What follows belongs to an exercise in optimizing a design on an open flow for small area and a short achievable clock period; a production flow would make more cautious choices. Only simulation tests tie the RTL to the original design; equivalence was not proved.

## v6
// buck_cv_pi
module buck_cv_pi(clk_sample,rst,Vout_from_buck,Time_on);
input clk_sample;
input rst;                           
input [15:0] Vout_from_buck;
output [9:0] Time_on;
reg [40:0] A;
reg [15:0] vp;
reg rf;
wire [15:0] V = Vout_from_buck;
wire n0, n1;
ha_m un0(.a(V[0]), .b(vp[0]), .s(n0), .co(n1));
wire n2, n3;
ha_m un2(.a(V[1]), .b(vp[1]), .s(n2), .co(n3));
wire n4, n5;
ha_m un4(.a(V[2]), .b(vp[2]), .s(n4), .co(n5));
wire n6, n7;
ha_m un6(.a(V[3]), .b(vp[3]), .s(n6), .co(n7));
wire n8, n9;
ha_m un8(.a(V[4]), .b(vp[4]), .s(n8), .co(n9));
wire n10, n11;
ha_m un10(.a(V[5]), .b(vp[5]), .s(n10), .co(n11));
wire n12, n13;
ha_m un12(.a(V[6]), .b(vp[6]), .s(n12), .co(n13));
wire n14, n15;
ha_m un14(.a(V[7]), .b(vp[7]), .s(n14), .co(n15));
wire n16, n17;
ha_m un16(.a(V[8]), .b(vp[8]), .s(n16), .co(n17));
wire n18, n19;
ha_m un18(.a(V[9]), .b(vp[9]), .s(n18), .co(n19));
wire n20, n21;
ha_m un20(.a(V[10]), .b(vp[10]), .s(n20), .co(n21));
wire n22, n23;
ha_m un22(.a(V[11]), .b(vp[11]), .s(n22), .co(n23));
wire n24, n25;
ha_m un24(.a(V[12]), .b(vp[12]), .s(n24), .co(n25));
wire n26, n27;
ha_m un26(.a(V[13]), .b(vp[13]), .s(n26), .co(n27));
wire n28, n29;
ha_m un28(.a(V[14]), .b(vp[14]), .s(n28), .co(n29));
wire n30, n31;
ha_m un30(.a(V[15]), .b(vp[15]), .s(n30), .co(n31));
wire n32 = n3 | (n2 & n1);
wire n33 = n2 & n0;
wire n34 = n7 | (n6 & n5);
wire n35 = n6 & n4;
wire n36 = n11 | (n10 & n9);
wire n37 = n10 & n8;
wire n38 = n15 | (n14 & n13);
wire n39 = n14 & n12;
wire n40 = n19 | (n18 & n17);
wire n41 = n18 & n16;
wire n42 = n23 | (n22 & n21);
wire n43 = n22 & n20;
wire n44 = n27 | (n26 & n25);
wire n45 = n26 & n24;
wire n46 = n31 | (n30 & n29);
wire n47 = n30 & n28;
wire n48 = n34 | (n35 & n32);
wire n49 = n35 & n33;
wire n50 = n38 | (n39 & n36);
wire n51 = n39 & n37;
wire n52 = n42 | (n43 & n40);
wire n53 = n43 & n41;
wire n54 = n46 | (n47 & n44);
wire n55 = n47 & n45;
wire n56 = n50 | (n51 & n48);
wire n57 = n51 & n49;
  ...
==> flow/config.mk <==
export PLATFORM = sky130hd
export DESIGN_NAME = buck_cv_pi
export DESIGN_NICKNAME = buck_cv_pi
export VERILOG_FILES = /design/flow/design.v
export SDC_FILE = /design/flow/constraint.sdc
export NUM_CORES = 4
export LEC_CHECK = 0
export ABC_AREA = 1
export CAP_MARGIN = 20
export CORE_MARGIN = 2
export CORE_UTILIZATION = 50
export SLEW_MARGIN = 20
export SYNTH_HIERARCHICAL = 1
==> flow/constraint.sdc <==
create_clock -name core_clock -period 175.0 [get_ports {clk_sample}]
set_input_delay 35.0000 -clock core_clock [delete_from_list [all_inputs] [get_ports {clk_sample}]]
set_output_delay 35.0000 -clock core_clock [all_outputs]
set_load 0.01 [all_outputs]
standard.sh (not shown) runs the stock make flow with config.mk's settings and CLKGATE_MAP_FILE= SYNTH_SCRIPT=/design/flow/synth_recipe.tcl, a recipe that flattens the netlist after the stock synthesis.
==> flow/flow/run.sh <==
#!/bin/bash
# Standard layout, except that the port buffers inserted before global
# placement use buf_2 cells instead of the default choice.
set -e
export BUFFER_PORTS_ARGS="-buffer_cell sky130_fd_sc_hd__buf_2"
bash standard.sh > standard.log 2>&1
v6 | status: complete | timing, DRC, antenna: pass
> inputs changed (v6 -> v7)
==> flow/run.sh (new file) <==
#!/bin/bash
# synth_recipe.tcl (not shown) runs the flow's synth.tcl, then flattens the netlist and writes it again
# the make line also repeats each setting of config.mk as NAME=value (left out here)
make -C /OpenROAD-flow-scripts/flow DESIGN_CONFIG=/design/flow/config.mk WORK_HOME=/design/flow/orfs CLKGATE_MAP_FILE= SYNTH_SCRIPT=/design/flow/synth_recipe.tcl finish
removed: flow/flow/run.sh
removed: flow/standard.sh
Findings:
- NOTE: actual transition at the worst max-transition pin in v7 falls short of that of v6
- The clock input transition at the sequential cells of the worst setup and hold paths of v7 and that of v6 are within noise of each other.
- Met2 track demand over resource (v7 over v6): increase, 0.73 points
- As far as total wirelength of the detailed-routed design is concerned, v7 and v6 perform about the same.
- Reported for v7 and v6, H-tree level count turned out identical to the last digit.

buck_cv_pi, a different RTL version from the one above (not shown whole).
Size in the first run: roughly 1200 cells after synthesis, about 56 flip-flops, roughly 11000 um^2 of cells after synthesis.
clock: 175.0 ns
lec_check: 0
abc_area: 0
cap_margin: 20
core_margin: 2
core_utilization: 50
slew_margin: 20
synth_hierarchical: 1
run.sh (not shown) runs the stock make flow with config.mk's settings and CLKGATE_MAP_FILE= SYNTH_SCRIPT=/design/flow/synth_recipe.tcl, a recipe that flattens the netlist after the stock synthesis.
Stock flow here: none of the scripts above is used.
Then changed:
Settings changed: ABC_AREA 0 to 1.
After rerunning: The changed run ran to the end with no violations. Die area came out lower by 5.4%. Wire length came out lower by 3.5%. Utilization came out higher by 0.99 points. Final area came out lower by 4.7%. Worst setup slack improved by 0.76 ns.

separate check: timing with driven ports:
In the flow no input, the clock included, has a driving cell. The finished layouts below were timed again as built, in two steps.
Step 1 assumes that a clkbuf_16 drives the clock port and a buf_2 every other input.
Step 2 moves the port delays by t, midway between the first and last clock arrival at a register: inputs arrive t later, outputs are due t later. That takes back most of the time a late clock gives input paths.
Slacks: no drivers / after step 1 / after step 2; pairs: no drivers / after step 1.
| run | shift t [ns] | setup slack, ns | worst slew at a driven data input, ns |
|---|---|---|---|
| v6 | 0.343 | 129.809 / 129.762 / 130.105 | 0.03 |
| v7 | 0.342 | 129.341 / 129.297 / 129.639 | 0.03 |
| the first run of note 2 | 0.333 | 129.590 / 129.552 / 129.885 | 0.03 |
| the second run of note 2 | 0.352 | 130.353 / 130.310 / 130.662 | 0.03 |
After both steps every run listed still meets setup and hold.
